From an optimization exercise on the open Yosys and OpenROAD flow, aimed at small area; shortcuts taken in it are not production practice. Function was checked by simulation only, so behaviour that the tests miss may differ from the original. Power and IR drop assume default switching activity.

Setup of v37:
==> flow/design.v <==
`timescale 1ns / 1ps
module sevenSeg(
    input clk,
    input rst,
    input clr,
    input inc,
    input seg_en,           
    output reg[6:0] seg,
    output[3:0] an,
    output reg[3:0] tens,   
    output reg[3:0] ones,
    output reg clr_p,       
    output reg inc_p
    );
    reg counter;         
    wire on = !(tens[3] && tens[2]);
    wire game_started = clr_p || on;
    wire upd = seg_en && game_started;
    always@(posedge clk)begin
        if(rst)begin
            tens[3:2] <= 2'b11;
            ones <= 4'd0;
            clr_p <= 0;
            counter <= 0;
        end
        else begin
            clr_p <= clr || (clr_p && !upd);
            if(upd)begin
                if(clr_p)begin
                    tens <= 4'd0;
                    ones <= 4'd0;
                end
                else if(inc_p)begin
                    if(ones == 4'd9)begin
                        ones <= 4'd0;
                        tens <= tens + 4'd1;
                    end
                    else
                        ones <= ones + 4'd1;
                end
                counter <= ~counter;
            end
        end
    end
    always@(posedge clk)
        inc_p <= inc || (inc_p && !upd);
    assign an = {2'b11, ~counter, ~(on & ~counter)};
    localparam [15:0] SEG0 = 16'h0012;
    localparam [15:0] SEG1 = 16'h0060;
    localparam [15:0] SEG2 = 16'h0004;
    localparam [15:0] SEG3 = 16'h0092;
    localparam [15:0] SEG4 = 16'h02ba;
    localparam [15:0] SEG5 = 16'h008e;
    localparam [15:0] SEG6 = 16'hfc83;
    wire[3:0] digit = counter ? tens : ones;
    always@(*)begin
        seg = {SEG6[digit], SEG5[digit], SEG4[digit], SEG3[digit], SEG2[digit], SEG1[digit], SEG0[digit]};
    end
endmodule
`timescale 1ns / 1ps
module simon(
    input clk,
    input rst,   
    input btnR,  
    input btnD,
    input btnU,
    input btnL,
    input btnC,
    output reg[3:0] led,
    output [6:0] seg,
    output [3:0] an
    );
    localparam START_STATE = 3'b000;
    localparam FAIL_STATE = 3'b001;
    localparam LED_STATE = 3'b010;
    localparam LAST_STATE = 3'b011;
    localparam INPUT_STATE = 3'b111;
    localparam [31:0] F25 = 32'hf0a00f0f;
    localparam [4:0] I25 = 5'd6;
    localparam [4:0] Z25 = 5'd22;
    reg[2:0] c8;
    reg[4:0] m25;
    wire tick = (m25 == Z25) && !c8[0];
    wire seg_en = (c8 == 3'd4);
    always@(posedge clk) begin
        if(rst)begin
            c8 <= 3'd0;
            m25 <= I25;
        end
        else begin
            c8 <= c8 + 3'd1;
            m25 <= {m25[3:0], F25[m25]};
        end
    end
    localparam [1:0] CU = 2'd0, CR = 2'd2, CD = 2'd3, CL = 2'd1;
    localparam [31:0] ROM0 = 32'h5da65aab;   
    localparam [31:0] ROM1 = 32'h4b33298d;
    function [3:0] onehot;      
        input [1:0] c;
        onehot = {c == CL, c == CD, c == CR, c == CU};
    endfunction
    reg[2:0] state;
    reg blink;
    reg[6:0] cc;            
    reg[6:0] th;            
    reg[1:0] prev;          
    reg btnC_next,btnR_next,btnL_next,btnD_next,btnU_next;
    wire[3:0] btn = {btnL_next, btnD_next, btnR_next, btnU_next};
    wire[3:0] sc_t, sc_1;
    wire sc_clr, sc_inc;
    wire[6:0] sc = {sc_t, 3'b000} + {sc_t, 1'b0} + sc_1;    
    wire pos0 = (cc == 7'd0);
    wire exc = pos0 || (cc[6:2] == 5'b11000);
    wire[1:0] cur = exc ? CU : {ROM1[cc[4:0]], ROM0[cc[4:0]]};
    wire at_score = sc_clr ? pos0 : (!sc_inc && cc == sc);
    wire h_zero = (th == 7'd0);
    reg[2:0] state_v;
    reg blink_v;
    reg[6:0] cc_v, th_v;
    reg[1:0] prev_v;
    reg[3:0] led_v;
    reg match, fail, inc;
    always@(*) begin
        state_v = state;
        blink_v = blink;
        cc_v = cc;
        th_v = th;
        prev_v = prev;
        led_v = led;
        match = 1'b0;
        fail = 1'b0;
        inc = 1'b0;
        if(btnC_next)begin
            cc_v = 7'd0;
            state_v = LED_STATE;
            if(tick)begin
                led_v = onehot(CU);
                cc_v = 7'd1;
                state_v = LAST_STATE;
            end
        end
        else if(state[2])begin
            led_v = 4'b0000;
            if(tick)begin
                if(h_zero && state[1:0] == 2'd2)
                    fail = 1'b1;
                if(state[1:0] == 2'd2)begin
                    state_v = 3'b100;
                    th_v = th - 7'd1;
                end
                else
                    state_v = {1'b1, state[1:0] + 2'd1};
            end
            match = |(btn & onehot(cur));
            if(|(btn & ~onehot(match ? cur : prev)))
                fail = 1'b1;
            if(match)
                prev_v = cur;
            if(match && at_score)begin
                inc = 1'b1;
                cc_v = 7'd0;
                state_v = (cc == 7'd99) ? FAIL_STATE : LED_STATE;
            end
            else begin
                if(match)
                    cc_v = cc + 7'd1;
                if(fail)
                    state_v = FAIL_STATE;
            end
        end
        else case(state[1:0])
        2'b00: begin
            if(tick)begin
                led_v = {~blink, blink, ~blink, blink};
                blink_v = ~blink;
            end
        end
        2'b10, 2'b11: begin
            if(tick)begin
                led_v = onehot(cur);
                if(state[0])begin
                    cc_v = 7'd0;
                    th_v = sc;
                    prev_v = CU;
                    state_v = INPUT_STATE;
                end
                else begin
                    cc_v = cc + 7'd1;
                    if(at_score)
                        state_v = LAST_STATE;
                end
            end
        end
        2'b01: begin
            state_v = START_STATE;
        end
        endcase
    end
    always@(posedge clk)begin
        if(rst)begin
            btnC_next <= 0;
            state <= START_STATE;
            blink <= 0;
            led <= 0;
        end
        else begin
            btnC_next <= btnC;
            state <= state_v;
            blink <= blink_v;
            led <= led_v;
        end
    end
    always@(posedge clk)begin
        cc <= cc_v;
        th <= th_v;
        prev <= prev_v;
        btnU_next <= btnU;
        btnD_next <= btnD;
        btnR_next <= btnR;
        btnL_next <= btnL;
    end
    sevenSeg an0(.clk(clk),.rst(rst),.clr(btnC_next),.inc(inc),.seg_en(seg_en),.seg(seg),.an(an),
                 .tens(sc_t),.ones(sc_1),.clr_p(sc_clr),.inc_p(sc_inc));
endmodule
Settings: LEC_CHECK=0, ABC_AREA=1, CAP_MARGIN=20, CORE_MARGIN=2, CORE_UTILIZATION=65, SLEW_MARGIN=20; clock period 10.0 ns.
standard.sh (not shown) runs the stock make flow with config.mk's settings and CLKGATE_MAP_FILE= SYNTH_SCRIPT=/design/flow/synth_recipe.tcl, a recipe that flattens the netlist after the stock synthesis.
==> flow/flow/run.sh <==
#!/bin/bash
# Layout flow: the standard layout (standard.sh) with these changes:
#  - synthesis maps the logic with an area-oriented ABC script (flow/abc.script,
#    deep synthesis with random seed @SEED@) and without Yosys's adder
#    extraction; it runs for sixteen seeds (four at a time) and keeps the
#    smallest netlist. The
#    synthesis steps are otherwise ORFS's, so the registers are the standard
#    synthesis's;
#  - the port buffers are buf_1 cells;
#  - clock tree synthesis uses clkbuf_8 buffers and no dummy loads.
set -euo pipefail
W=$PWD
best=""
bestarea=""
for s in $(seq 0 15); do
  rm -rf "$W/scripts_s$s" "$W/orfs_s$s"
  cp -r "$FLOW_HOME/scripts" "$W/scripts_s$s"
  sed "s/@SEED@/$s/" "$W/flow/abc.script" > "$W/scripts_s$s/abc_area.script"
  cp "$W/scripts_s$s/abc_area.script" "$W/scripts_s$s/abc_speed.script"
  sed "s#WORK_HOME=[^ ]*#WORK_HOME=$W/orfs_s$s#" standard.sh > "$W/standard_s$s.sh"
  (SCRIPTS_DIR="$W/scripts_s$s" ADDER_MAP_FILE= bash "$W/standard_s$s.sh" synth > "$W/synth_s$s.log" 2>&1) &
  if (( s % 4 == 3 )); then wait; fi
done
wait
for s in $(seq 0 15); do
  a=$(grep -h "Chip area for module" "$W/orfs_s$s/reports/$FLOW_PLATFORM/simon/base/synth_stat.txt" 2>/dev/null | awk '{print $NF}' || true)
  echo "seed $s: synthesized area $a" >> "$W/synth_choice.log"
  if [[ -z "$a" || ! -f "$W/orfs_s$s/results/$FLOW_PLATFORM/simon/base/1_synth.odb" ]]; then continue; fi
  if [[ -z "$bestarea" ]] || awk "BEGIN {exit !($a < $bestarea)}"; then best=$s; bestarea=$a; fi
done
echo "kept seed $best" >> "$W/synth_choice.log"
rm -rf "$W/orfs"
cp -a "$W/orfs_s$best" "$W/orfs"
for s in $(seq 0 15); do
  if [[ $s != "$best" ]]; then rm -rf "$W/orfs_s$s" "$W/scripts_s$s"; fi
done
export BUFFER_PORTS_ARGS="-buffer_cell sky130_fd_sc_hd__buf_1"
export CTS_ARGS="-buf_list sky130_fd_sc_hd__clkbuf_8 -sink_clustering_enable -repair_clock_nets -dont_use_dummy_load"
bash standard.sh > "$W/layout.log" 2>&1
==> flow/flow/abc.script <==
strash
&get -n
&deepsyn -T 30 -S @SEED@
&put
dch -f
amap
topo
Inputs modified between v37 and v32:
--- a/flow/design.v
+++ b/flow/design.v
@@ -92,9 +92,9 @@
             m25 <= {m25[3:0], F25[m25]};
         end
     end
-    localparam [1:0] CU = 2'd0, CR = 2'd2, CD = 2'd3, CL = 2'd1;
-    localparam [31:0] ROM0 = 32'h5da65aab;   
-    localparam [31:0] ROM1 = 32'h4b33298d;
+    localparam [1:0] CU = 2'd0, CR = 2'd1, CD = 2'd2, CL = 2'd3;
+    localparam [31:0] ROM0 = 32'h16957326;   
+    localparam [31:0] ROM1 = 32'h5da65aab;
     function [3:0] onehot;      
         input [1:0] c;
         onehot = {c == CL, c == CD, c == CR, c == CU};
Notes after the runs:
- The cell total after placement reported for v32 is smaller than that of v37 by 0.79%.
- Looking at average footprint of a synthesized cell across v37 and v32, the one that comes out higher is v32.
- Summary — transition at the pin with the smallest max-transition slack, v32 relative to v37: lower, by 19 ps.
- Total power draw essentially unchanged between v37 and v32.
- Routed wire length for v32 is lower than for v37.
- Total number of nets in the final design: lower on v32
- Looking at area of the multi-input gates, v32 sits above v37.
- Of v37 and v32, the lower met1 demand-to-capacity share in global routing belongs to v32.
- Sequential share of layout area essentially unchanged between v32 and v37.
- NOTE: logic gate share of total power in v32 falls short of that of v37
- [compare] base=v37 new=v32: clock skew essentially unchanged; setup slack +88 ps; number of well taps roughly the same.
- v37 reports its worst setup path endpoint as seg[4] while v32 reports seg[2].

==> static timing again, ports no longer ideal <==
The flow's constraints put no driver on any port. The routed layouts listed below were extracted and timed again, unchanged, in two steps.
Step 1, drivers: a clkbuf_16 drives clk and a buf_2 each remaining input, both assumed.
Step 2, shift: input delay + t, output delay - t, t = (earliest + latest rising clock arrival at the registers) / 2. This alone moves slack from input paths to output paths.
Three values: ideal ports, drivers, drivers and shift; two values: the first two.
| run | shift t [ns] | slack for setup (ns) | pins driven straight from the clock port |
|---|---|---|---|
| v37 | 0.311 | 5.708 / 5.683 / 5.772 | 1 |
| v32 | 0.321 | 5.796 / 5.770 / 6.020 | 1 |
After both steps setup and hold are still met in every run listed.
